Context: an optimization exercise on an open-source flow, tuned for small area. The choices shown serve that exercise and are no tape-out recipe.
Only simulation tests tie the RTL to the original design; equivalence was not proved.
No driver is modelled on the clock port, so clocking that relies on it looks cheaper here than on a real chip.
Power and IR drop assume default switching activity.

==> inputs of trial 39 <==
==> flow/design.v (excerpt) <==
module simon_top (
    input wire CLOCK_50,
    input wire [0:0] KEY,     
    input wire [3:0] SW,      
    output wire [9:0] LEDR,
    output wire [6:0] HEX0    
);
==> module game_fsm, before the edit <==
module game_fsm (
    input  wire       clk,
    input  wire       rst_n,
    input  wire       tick,
    input  wire [3:0] btn_evt,
    input  wire [1:0] lfsr_data,
    output wire       mem_write_en,
    output wire [5:0] mem_addr,
    output wire [1:0] mem_data_in,
    input  wire [1:0] mem_data_out,
    output wire [3:0] game_leds,
    output wire       led_success,
    output wire       led_fail,
    output wire [3:0] score_out
);
    localparam S_IDLE       = 4'd0;
    localparam S_IDLE_F     = 4'd1;
    localparam S_LVL_FIRST  = 4'd2;
    localparam S_LVL_NEXT   = 4'd3;
    localparam S_SHOW_DELAY = 4'd4;
    localparam S_LED_ON     = 4'd5;
    localparam S_LED_OFF    = 4'd6;
    localparam S_WAIT       = 4'd7;
    localparam S_CHECK_OK   = 4'd8;
    localparam S_CHECK_BAD  = 4'd9;
    localparam S_SUCCESS    = 4'd10;
    localparam S_FAIL       = 4'd11;
    localparam S_FAIL_WAIT  = 4'd12;
    reg [3:0] state;
    reg [6:0] timer;             
    reg [5:0] index;             
    reg [5:0] won;
    wire done = timer[6] & timer[5] & timer[4] & timer[1] & timer[0];
    wire last = (index == won) & ~(&won);
    wire any_btn = |btn_evt;
    reg [3:0] colour_leds;
    always @(*) begin
        case (mem_data_out)
            2'b00: colour_leds = 4'b0001;
            2'b01: colour_leds = 4'b0010;
            2'b10: colour_leds = 4'b0100;
            default: colour_leds = 4'b1000;
        endcase
    end
    wire bad = |(btn_evt & ~colour_leds);
    assign game_leds   = (state == S_LED_OFF) ? colour_leds :
                         {4{(state == S_FAIL_WAIT) & index[3]}};
    assign led_success = (state == S_LVL_NEXT);
    assign led_fail    = (state == S_FAIL_WAIT) | (state == S_IDLE_F);
    assign score_out   = won[3:0];
    assign mem_write_en = (state == S_LVL_FIRST) | (state == S_LVL_NEXT);
    assign mem_addr     = index;
    assign mem_data_in  = lfsr_data;
    reg idx_clear, idx_inc, idx_set;
    always @(*) begin
        idx_clear = 1'b0;
        idx_inc   = 1'b0;
        idx_set   = 1'b0;
        if (tick) begin
            case (state)
                S_IDLE, S_IDLE_F, S_LVL_FIRST, S_LVL_NEXT:
                    idx_clear = 1'b1;
                S_LED_OFF: begin
                    idx_clear = done & last;
                    idx_inc   = done & ~last;
                end
                S_CHECK_OK, S_FAIL_WAIT:
                    idx_inc = 1'b1;
                S_FAIL:
                    idx_set = 1'b1;
                default: ;
            endcase
        end
    end
    wire timing     = (state == S_SHOW_DELAY) | (state == S_LED_OFF) | (state == S_FAIL_WAIT);
    wire timer_load = tick & ~timing;
    always @(posedge clk) begin
        timer <= timer_load ? ((state == S_FAIL) ? 7'd15 : 7'd65)
                            : timer + {6'd0, tick};
        index <= ((index & {6{~idx_clear}}) + {5'd0, idx_inc}) | {6{idx_set}};
    end
    always @(posedge clk or negedge rst_n) begin
        if (!rst_n) begin
            state <= S_IDLE;
            won   <= 6'd0;
        end else if (tick) begin
            case (state)
                S_IDLE, S_IDLE_F:
                    state <= any_btn ? S_LVL_FIRST : S_IDLE;
                S_LVL_FIRST, S_LVL_NEXT:
                    state <= S_SHOW_DELAY;
                S_SHOW_DELAY:
                    if (done) state <= S_LED_ON;
                S_LED_ON:
                    state <= S_LED_OFF;
                S_LED_OFF:
                    if (done) state <= last ? S_WAIT : S_LED_ON;
                S_WAIT:
                    if (any_btn) state <= bad ? S_CHECK_BAD : S_CHECK_OK;
                S_CHECK_OK:
                    state <= last ? S_SUCCESS : S_WAIT;
                S_CHECK_BAD:
                    state <= S_FAIL;
                S_SUCCESS: begin
                    won   <= won + 6'd1;
                    state <= S_LVL_NEXT;
                end
                S_FAIL: begin
                    won   <= 6'd0;
                    state <= S_FAIL_WAIT;
                end
                S_FAIL_WAIT:
                    if (done) state <= S_IDLE_F;
                default:
                    state <= S_IDLE;
            endcase
        end
    end
endmodule
==> module clock_divider, before the edit <==
module clock_divider (
    input  wire clk,
    input  wire rst_n,
    output wire tick
);
    reg [5:0] counter_reg;
    assign tick = counter_reg[5] & counter_reg[2] & counter_reg[1] & counter_reg[0];
    always @(posedge clk or negedge rst_n) begin
        if (!rst_n)
            counter_reg <= 6'd0;
        else if (tick)
            counter_reg <= 6'd1;
        else
            counter_reg <= {counter_reg[4:0], ~(counter_reg[5] ^ counter_reg[0])};
    end
endmodule
==> flow/config.mk <==
export PLATFORM = sky130hd
export DESIGN_NAME = simon_top
export DESIGN_NICKNAME = simon_top
export VERILOG_FILES = /design/flow/design.v
export SDC_FILE = /design/flow/constraint.sdc
export NUM_CORES = 4
export LEC_CHECK = 0
export CAP_MARGIN = 20
export CORE_MARGIN = 2
export CORE_UTILIZATION = 40
export SLEW_MARGIN = 20
==> flow/constraint.sdc <==
create_clock -name core_clock -period 10.0 [get_ports {CLOCK_50}]
set_input_delay 2.0000 -clock core_clock [delete_from_list [all_inputs] [get_ports {CLOCK_50}]]
set_output_delay 2.0000 -clock core_clock [all_outputs]
set_load 0.01 [all_outputs]
standard.sh (not shown) runs the stock make flow with config.mk's settings and CLKGATE_MAP_FILE= SYNTH_SCRIPT=/design/flow/synth_recipe.tcl, a recipe that flattens the netlist after the stock synthesis.
==> flow/flow/run.sh <==
#!/bin/bash
# Own layout flow: the standard flow (standard.sh) with three changes.
#  1. After the standard synthesis, the combinational logic is mapped again
#     by ABC for area (remap.tcl: &deepsyn, then dch and amap). &deepsyn is
#     randomised, so it runs with several seeds, in two rounds (the second
#     starts from the first round's smallest netlist), and the smallest
#     netlist is kept. The flip-flops are kept as they are, by instance name
#     and cell type.
#  2. CTS adds no dummy loads and uses clkbuf_8 buffers; after CTS each leaf
#     clock buffer is shrunk to the smallest buffer whose flip-flop clock-pin
#     slew stays low (post_cts.tcl).
#  3. Ports are buffered with buf_1.
# Every tool's full output goes to a log of its own in this folder; ORFS also
# keeps each step's log under orfs/logs/.
set -euo pipefail
W=$(pwd)
RES=$W/orfs/results/sky130hd/simon_top/base

bash standard.sh "$RES/1_2_yosys.v" > make_synth.log 2>&1
cp "$RES/1_2_yosys.v" "$W/standard_1_2_yosys.v"

DONT_USE=$(sed -n '/DONT_USE_CELLS/,/^$/p' "$FLOW_HOME/platforms/sky130hd/config.mk" \
           | grep -oE 'sky130_fd_sc_hd__[a-z0-9_]+' | tr '\n' ' ')
LIB="$FLOW_HOME/platforms/sky130hd/lib/sky130_fd_sc_hd__tt_025C_1v80.lib"

area() { grep "Chip area for module" "$1.stat" | awk '{print $NF}'; }

best="$W/standard_1_2_yosys.v"
for round in 1 2; do
  for s in 1 2 3 4; do
    seed=$(( (round - 1) * 4 + s ))
    REMAP_IN="$best" REMAP_OUT="$W/remap_$seed.v" REMAP_LIB="$LIB" REMAP_T=100 \
    REMAP_SEED=$seed REMAP_DONT_USE="$DONT_USE" \
      yosys -c "$W/flow/remap.tcl" > "remap_$seed.log" 2>&1 &
  done
  wait
  for s in 1 2 3 4; do
    seed=$(( (round - 1) * 4 + s ))
    a=$(area "$W/remap_$seed.v")
    echo "round $round seed $seed area $a" >> remap_summary.log
    if [[ "$best" == "$W/standard_1_2_yosys.v" ]] || \
       awk -v a="$a" -v b="$best_area" 'BEGIN { exit !(a < b) }'; then
      best="$W/remap_$seed.v"; best_area=$a
    fi
  done
done
echo "kept $best ($best_area)" >> remap_summary.log
cp "$best" "$RES/1_2_yosys.v"

CTS="-sink_clustering_enable -repair_clock_nets -dont_use_dummy_load -buf_list {sky130_fd_sc_hd__clkbuf_8}"
bash standard.sh "CTS_ARGS=$CTS" "BUFFER_PORTS_ARGS=-buffer_cell sky130_fd_sc_hd__buf_1" \
    "POST_CTS_TCL=$W/flow/post_cts.tcl" finish > make_finish.log 2>&1
==> flow/flow/post_cts.tcl <==
set limit 0.112
estimate_parasitics -placement
foreach inst [get_cells clkbuf_*] {
  set orig [get_property $inst ref_name]
  set out [get_pins -of_objects $inst -filter "direction == output"]
  set loads [get_pins -of_objects [get_nets -of_objects $out] -filter "direction == input"]
  set leaf 1
  foreach l $loads {
    if {![string match */CLK [get_full_name $l]]} { set leaf 0 }
  }
  if {!$leaf} { continue }
  set chosen ""
  foreach cand {sky130_fd_sc_hd__clkbuf_1 sky130_fd_sc_hd__clkbuf_2 sky130_fd_sc_hd__clkbuf_4 sky130_fd_sc_hd__buf_6} {
    replace_cell $inst $cand
    estimate_parasitics -placement
    set worst 0
    foreach l $loads {
      foreach p {slew_max_rise slew_max_fall} {
        set s [get_property $l $p]
        if {$s > $worst} { set worst $s }
      }
    }
    if {$worst <= $limit} { set chosen $cand; break }
  }
  if {$chosen eq ""} {
    replace_cell $inst $orig
    set chosen $orig
  }
  puts "post_cts: [get_full_name $inst] $orig -> $chosen"
}
estimate_parasitics -placement
==> flow/flow/remap.tcl <==
# Map the standard synthesis's combinational logic again, for area. The
# flip-flop cells are kept as instances (keep_hierarchy), so every register
# keeps its instance name and cell type.
yosys -import
set lib $::env(REMAP_LIB)
set du {}
foreach c $::env(REMAP_DONT_USE) { lappend du -dont_use $c }
read_liberty -ignore_miss_func $lib
read_verilog $::env(REMAP_IN)
hierarchy -top simon_top
setattr -mod -set keep_hierarchy 1 sky130_fd_sc_hd__df* sky130_fd_sc_hd__edf*
flatten
opt -purge
abc -liberty $lib {*}$du -script "+strash;&get,-n;&deepsyn,-T,$::env(REMAP_T),-S,$::env(REMAP_SEED);&put;dch,-f;amap"
splitnets
opt_clean -purge
hilomap -singleton -hicell sky130_fd_sc_hd__conb_1 HI -locell sky130_fd_sc_hd__conb_1 LO
opt_clean -purge
select simon_top
tee -o $::env(REMAP_OUT).stat stat -liberty $lib
write_verilog -noattr -nohex -nodec -selected $::env(REMAP_OUT)
==> build 49: changes against trial 39 <==
--- a/flow/design.v
+++ b/flow/design.v
@@ -148,3 +148,3 @@
     assign game_leds   = (state == S_LED_OFF) ? colour_leds :
-                         {4{(state == S_FAIL_WAIT) & index[3]}};
+                         {4{(state == S_FAIL_WAIT) & timer[3]}};
     assign led_success = (state == S_LVL_NEXT);
@@ -155,3 +155,3 @@
     assign mem_data_in  = lfsr_data;
-    reg idx_clear, idx_inc, idx_set;
+    reg idx_clear, idx_inc;
     always @(*) begin
@@ -159,3 +159,2 @@
         idx_inc   = 1'b0;
-        idx_set   = 1'b0;
         if (tick) begin
@@ -168,6 +167,4 @@
                 end
-                S_CHECK_OK, S_FAIL_WAIT:
+                S_CHECK_OK:
                     idx_inc = 1'b1;
-                S_FAIL:
-                    idx_set = 1'b1;
                 default: ;
@@ -181,3 +178,3 @@
                             : timer + {6'd0, tick};
-        index <= ((index & {6{~idx_clear}}) + {5'd0, idx_inc}) | {6{idx_set}};
+        index <= (index & {6{~idx_clear}}) + {5'd0, idx_inc};
     end
--- a/flow/flow/run.sh
+++ b/flow/flow/run.sh
@@ -4,8 +4,7 @@
 #     by ABC for area (remap.tcl: &deepsyn, then dch and amap). &deepsyn is
-#     randomised, so it runs with several seeds, in two rounds (the second
-#     starts from the first round's smallest netlist), and the smallest
-#     netlist is kept. The flip-flops are kept as they are, by instance name
+#     randomised, so it runs with eight seeds (four at a time) on the
+#     standard netlist, and the smallest netlist is kept. The flip-flops are kept as they are, by instance name
 #     and cell type.
 #  2. CTS adds no dummy loads and uses clkbuf_8 buffers; after CTS each leaf
-#     clock buffer is shrunk to the smallest buffer whose flip-flop clock-pin
+#     clock buffer, then the root, is shrunk to the smallest buffer whose flip-flop clock-pin
 #     slew stays low (post_cts.tcl).
@@ -27,3 +26,4 @@
 
-best="$W/standard_1_2_yosys.v"
+best=""
+best_area=""
 for round in 1 2; do
@@ -31,3 +31,3 @@
     seed=$(( (round - 1) * 4 + s ))
-    REMAP_IN="$best" REMAP_OUT="$W/remap_$seed.v" REMAP_LIB="$LIB" REMAP_T=100 \
+    REMAP_IN="$W/standard_1_2_yosys.v" REMAP_OUT="$W/remap_$seed.v" REMAP_LIB="$LIB" REMAP_T=60 \
     REMAP_SEED=$seed REMAP_DONT_USE="$DONT_USE" \
@@ -40,3 +40,3 @@
     echo "round $round seed $seed area $a" >> remap_summary.log
-    if [[ "$best" == "$W/standard_1_2_yosys.v" ]] || \
+    if [[ -z "$best_area" ]] || \
        awk -v a="$a" -v b="$best_area" 'BEGIN { exit !(a < b) }'; then
==> flow/flow/post_cts.tcl (replaced) <==
set limit 0.120
set cands {sky130_fd_sc_hd__clkbuf_1 sky130_fd_sc_hd__clkbuf_2 sky130_fd_sc_hd__clkbuf_4
           sky130_fd_sc_hd__buf_6}
set clkpins [get_pins -hierarchical */CLK]

proc worst_slew {pins} {
  set worst 0
  foreach l $pins {
    foreach p {slew_max_rise slew_max_fall} {
      set s [get_property $l $p]
      if {$s > $worst} { set worst $s }
    }
  }
  return $worst
}

proc shrink {inst pins} {
  global cands limit
  set orig [get_property $inst ref_name]
  set chosen $orig
  foreach cand $cands {
    replace_cell $inst $cand
    estimate_parasitics -placement
    if {[worst_slew $pins] <= $limit} { set chosen $cand; break }
  }
  if {$chosen eq $orig} {
    replace_cell $inst $orig
    estimate_parasitics -placement
  }
  puts "post_cts: [get_full_name $inst] $orig -> $chosen"
}

estimate_parasitics -placement
set upper {}
foreach inst [get_cells clkbuf_*] {
  set out [get_pins -of_objects $inst -filter "direction == output"]
  set loads [get_pins -of_objects [get_nets -of_objects $out] -filter "direction == input"]
  set leaf 1
  foreach l $loads {
    if {![string match */CLK [get_full_name $l]]} { set leaf 0 }
  }
  if {$leaf} { shrink $inst $loads } else { lappend upper $inst }
}
foreach inst $upper { shrink $inst $clkpins }
estimate_parasitics -placement
puts "post_cts: worst clock-pin slew [worst_slew $clkpins]"
==> trial 89: changes against trial 39 <==
==> flow/flow/run.sh (replaced) <==
#!/bin/bash
# Own layout flow: the standard flow (standard.sh) with three changes.
#  1. After the standard synthesis, the combinational logic is mapped again
#     by ABC for area (remap.tcl, with a 30 s &deepsyn run); the flip-flops are kept as they are, by
#     instance name and cell type.
#  2. CTS adds no dummy loads and uses clkbuf_8 buffers; after CTS each leaf
#     clock buffer is shrunk to the smallest clkbuf whose flip-flop clock-pin
#     slew stays low (post_cts.tcl); buf_6 is tried before keeping clkbuf_8.
#  3. Ports are buffered with buf_1.
# Every tool's full output goes to a log of its own in this folder; ORFS also
# keeps each step's log under orfs/logs/.
set -euo pipefail
W=$(pwd)
RES=$W/orfs/results/sky130hd/simon_top/base

bash standard.sh "$RES/1_2_yosys.v" > make_synth.log 2>&1
cp "$RES/1_2_yosys.v" "$W/standard_1_2_yosys.v"

DONT_USE=$(sed -n '/DONT_USE_CELLS/,/^$/p' "$FLOW_HOME/platforms/sky130hd/config.mk" \
           | grep -oE 'sky130_fd_sc_hd__[a-z0-9_]+' | tr '\n' ' ')
LIB="$FLOW_HOME/platforms/sky130hd/lib/sky130_fd_sc_hd__tt_025C_1v80.lib"
REMAP_IN="$W/standard_1_2_yosys.v" REMAP_OUT="$W/remapped.v" REMAP_LIB="$LIB" \
REMAP_DONT_USE="$DONT_USE" yosys -c "$W/flow/remap.tcl" > remap.log 2>&1
cp "$W/remapped.v" "$RES/1_2_yosys.v"

CTS="-sink_clustering_enable -repair_clock_nets -dont_use_dummy_load -buf_list {sky130_fd_sc_hd__clkbuf_8}"
bash standard.sh "CTS_ARGS=$CTS" "BUFFER_PORTS_ARGS=-buffer_cell sky130_fd_sc_hd__buf_1" \
    "POST_CTS_TCL=$W/flow/post_cts.tcl" finish > make_finish.log 2>&1
--- a/flow/flow/remap.tcl
+++ b/flow/flow/remap.tcl
@@ -13,3 +13,3 @@
 opt -purge
-abc -liberty $lib {*}$du -script "+strash;&get,-n;&deepsyn,-T,$::env(REMAP_T),-S,$::env(REMAP_SEED);&put;dch,-f;amap"
+abc -liberty $lib {*}$du -script "+strash;&get,-n;&deepsyn,-T,30;&put;dch,-f;amap"
 splitnets
@@ -19,3 +19,3 @@
 select simon_top
-tee -o $::env(REMAP_OUT).stat stat -liberty $lib
+stat -liberty $lib
 write_verilog -noattr -nohex -nodec -selected $::env(REMAP_OUT)
- CORE_UTILIZATION: 40 -> 55
==> build 61: changes against trial 39 <==
--- a/flow/design.v
+++ b/flow/design.v
@@ -6,10 +6,10 @@
     reg [5:0] counter_reg;
-    assign tick = counter_reg[5] & counter_reg[2] & counter_reg[1] & counter_reg[0];
+    assign tick = counter_reg[5] & counter_reg[4] & ~counter_reg[3] & counter_reg[0];
     always @(posedge clk or negedge rst_n) begin
         if (!rst_n)
-            counter_reg <= 6'd0;
+            counter_reg <= 6'd63;
         else if (tick)
-            counter_reg <= 6'd1;
+            counter_reg <= 6'd0;
         else
-            counter_reg <= {counter_reg[4:0], ~(counter_reg[5] ^ counter_reg[0])};
+            counter_reg <= counter_reg + 6'd1;
     end
@@ -148,3 +148,3 @@
     assign game_leds   = (state == S_LED_OFF) ? colour_leds :
-                         {4{(state == S_FAIL_WAIT) & index[3]}};
+                         {4{(state == S_FAIL_WAIT) & timer[3]}};
     assign led_success = (state == S_LVL_NEXT);
@@ -155,19 +155,14 @@
     assign mem_data_in  = lfsr_data;
-    reg idx_clear, idx_inc, idx_set;
-    always @(*) begin
-        idx_clear = 1'b0;
-        idx_inc   = 1'b0;
-        idx_set   = 1'b0;
+    always @(posedge clk) begin
         if (tick) begin
             case (state)
+                S_SHOW_DELAY, S_LED_OFF, S_FAIL_WAIT: timer <= timer + 7'd1;
+                S_FAIL:  timer <= 7'd15;
+                default: timer <= 7'd65;
+            endcase
+            case (state)
                 S_IDLE, S_IDLE_F, S_LVL_FIRST, S_LVL_NEXT:
-                    idx_clear = 1'b1;
-                S_LED_OFF: begin
-                    idx_clear = done & last;
-                    idx_inc   = done & ~last;
-                end
-                S_CHECK_OK, S_FAIL_WAIT:
-                    idx_inc = 1'b1;
-                S_FAIL:
-                    idx_set = 1'b1;
+                    index <= 6'd0;
+                S_LED_OFF:  if (done) index <= last ? 6'd0 : index + 6'd1;
+                S_CHECK_OK: index <= index + 6'd1;
                 default: ;
@@ -176,9 +171,2 @@
     end
-    wire timing     = (state == S_SHOW_DELAY) | (state == S_LED_OFF) | (state == S_FAIL_WAIT);
-    wire timer_load = tick & ~timing;
-    always @(posedge clk) begin
-        timer <= timer_load ? ((state == S_FAIL) ? 7'd15 : 7'd65)
-                            : timer + {6'd0, tick};
-        index <= ((index & {6{~idx_clear}}) + {5'd0, idx_inc}) | {6{idx_set}};
-    end
     always @(posedge clk or negedge rst_n) begin
==> flow/flow/run.sh (replaced) <==
#!/bin/bash
# Own layout flow: the standard flow (standard.sh) with three changes.
#  1. After the standard synthesis, the combinational logic is mapped again
#     by ABC for area (remap.tcl); the flip-flops are kept as they are, by
#     instance name and cell type.
#  2. CTS adds no dummy loads and uses clkbuf_8 buffers; after CTS each leaf
#     clock buffer is shrunk to the smallest clkbuf whose flip-flop clock-pin
#     slew stays low (post_cts.tcl).
#  3. Ports are buffered with buf_1.
# Every tool's full output goes to a log of its own in this folder; ORFS also
# keeps each step's log under orfs/logs/.
set -euo pipefail
W=$(pwd)
RES=$W/orfs/results/sky130hd/simon_top/base

bash standard.sh "$RES/1_2_yosys.v" > make_synth.log 2>&1
cp "$RES/1_2_yosys.v" "$W/standard_1_2_yosys.v"

DONT_USE=$(sed -n '/DONT_USE_CELLS/,/^$/p' "$FLOW_HOME/platforms/sky130hd/config.mk" \
           | grep -oE 'sky130_fd_sc_hd__[a-z0-9_]+' | tr '\n' ' ')
LIB="$FLOW_HOME/platforms/sky130hd/lib/sky130_fd_sc_hd__tt_025C_1v80.lib"
REMAP_IN="$W/standard_1_2_yosys.v" REMAP_OUT="$W/remapped.v" REMAP_LIB="$LIB" \
REMAP_DONT_USE="$DONT_USE" yosys -c "$W/flow/remap.tcl" > remap.log 2>&1
cp "$W/remapped.v" "$RES/1_2_yosys.v"

CTS="-sink_clustering_enable -repair_clock_nets -dont_use_dummy_load -buf_list {sky130_fd_sc_hd__clkbuf_8}"
bash standard.sh "CTS_ARGS=$CTS" "BUFFER_PORTS_ARGS=-buffer_cell sky130_fd_sc_hd__buf_1" \
    "POST_CTS_TCL=$W/flow/post_cts.tcl" finish > make_finish.log 2>&1
--- a/flow/flow/post_cts.tcl
+++ b/flow/flow/post_cts.tcl
@@ -12,3 +12,3 @@
   set chosen ""
-  foreach cand {sky130_fd_sc_hd__clkbuf_1 sky130_fd_sc_hd__clkbuf_2 sky130_fd_sc_hd__clkbuf_4 sky130_fd_sc_hd__buf_6} {
+  foreach cand {sky130_fd_sc_hd__clkbuf_1 sky130_fd_sc_hd__clkbuf_2 sky130_fd_sc_hd__clkbuf_4} {
     replace_cell $inst $cand
--- a/flow/flow/remap.tcl
+++ b/flow/flow/remap.tcl
@@ -13,3 +13,3 @@
 opt -purge
-abc -liberty $lib {*}$du -script "+strash;&get,-n;&deepsyn,-T,$::env(REMAP_T),-S,$::env(REMAP_SEED);&put;dch,-f;amap"
+abc -liberty $lib {*}$du -script "+strash;dch,-f;amap"
 splitnets
@@ -19,3 +19,3 @@
 select simon_top
-tee -o $::env(REMAP_OUT).stat stat -liberty $lib
+stat -liberty $lib
 write_verilog -noattr -nohex -nodec -selected $::env(REMAP_OUT)
==> run summary <==
- **height of the chip** 119 um
- **status** stopped before the end
- **Cell Area, Synth** 5330 sq um
- **post-synthesis cell count** 439
- **initial cell density of the core** 0.406
- **area of placed instances** 5640 sq um
- **input/output buffers** 18
- **worst-case setup slack after placement** 6.35 ns
- **Error** Error: cts.tcl, 90 can't read "cands": no such variable
- **cell row count** 42
- **warnings from Yosys** 7
- **half-perimeter wire length of the detailed placement result** 5190 um
- **number of placed instances with taps included** 637
- **number of top-level design ports** 23
- **average size of a mapped cell** 12.1 sq um
- **weighted congestion at the end of routability-driven global placement** 0.911
- **die width** 119 um
- **stopping stage** clock tree synthesis (4_1_cts)
-- figures above: build 49

==> run summary <==
- **Cell Area, Synth** 5380 sq um
- **worst-case setup slack after placement** 6.20 ns
- **number of setup violations in the final report** 0
- **initial cell density of the core** 0.559
- **Clock Power Share** 0.289
- **global routing's busiest layer** met2
- **number of placed instances with taps included** 592
- **area of placed instances** 5630 sq um
- **weighted congestion at the end of routability-driven global placement** 0.919
- **drt drc** 0
- **number of inverters outside the clock class in the layout** 41
- **synthesis-to-finish area growth** 7.76%
- **height of the chip** 103 um
- **status** finished clean
- **average size of a mapped cell** 12.3 sq um
- **cell row count** 36
- **diode count** 0
- **number of top-level design ports** 23
- **input/output buffers** 18
- **warnings from Yosys** 7
-- figures above: trial 89

==> run summary <==
- **post-synthesis cell count** 446
- **initial cell density of the core** 0.409
- **height of the chip** 120 um
- **average size of a mapped cell** 12.1 sq um
- **die width** 120 um
- **half-perimeter wire length of the detailed placement result** 5220 um
- **status** finished clean
- **weighted congestion at the end of routability-driven global placement** 0.818
- **number of placed instances with taps included** 643
- **cell row count** 42
- **worst-case setup slack after placement** 6.00 ns
- **number of top-level design ports** 23
-- figures above: trial 39

==> run summary <==
- **half-perimeter wire length of the detailed placement result** 5750 um
- **warnings from Yosys** 7
- **weighted congestion at the end of routability-driven global placement** 0.783
- **class of the tightest hold or removal check** register to register
- **Cell Area, Synth** 5590 sq um
- **number of placed instances with taps included** 666
- **average size of a mapped cell** 12.1 sq um
- **die width** 122 um
- **worst-case setup slack after placement** 6.32 ns
- **height of the chip** 122 um
- **via count of the first global-routing pass** 3233
- **initial cell density of the core** 0.406
- **status** finished clean
- **post-synthesis cell count** 464
- **input/output buffers** 18
- **number of top-level design ports** 23
- **cell row count** 43
-- figures above: build 61

-- re-timing with driven ports --
No port has a modelled driver above. Below, the same layouts with a new extraction and two added sets of constraints.
Step 1 (the two cells are an assumption about what drives the block):
set clk [get_ports {CLOCK_50}]
set_driving_cell -lib_cell sky130_fd_sc_hd__clkbuf_16 $clk
set_driving_cell -lib_cell sky130_fd_sc_hd__buf_2 [delete_from_list [all_inputs] $clk]
Step 2 moves the port delays by t, midway between the first and last clock arrival at a register: inputs arrive t later, outputs are due t later. That takes back most of the time a late clock gives input paths.
a / b / c = no drivers / after step 1 / after step 2; a / b = the first two.
| run | t, ns | slack for setup (ns) | worst hold slack (ns) | worst data-port slew with drivers (ns) | cell pins on the clock port's net |
|---|---|---|---|---|---|
| trial 39 | 0.442 | 5.464 / 5.433 / 5.874 | 0.269 / 0.269 / 0.269 | 0.03 | 1 |
| trial 89 | 0.448 | 5.656 / 5.621 / 6.069 | 0.283 / 0.283 / 0.283 | 0.03 | 1 |
| build 61 | 0.458 | 5.857 / 5.823 / 6.281 | 0.315 / 0.315 / 0.315 | 0.03 | 1 |
After both steps setup and hold are still met in every run listed.
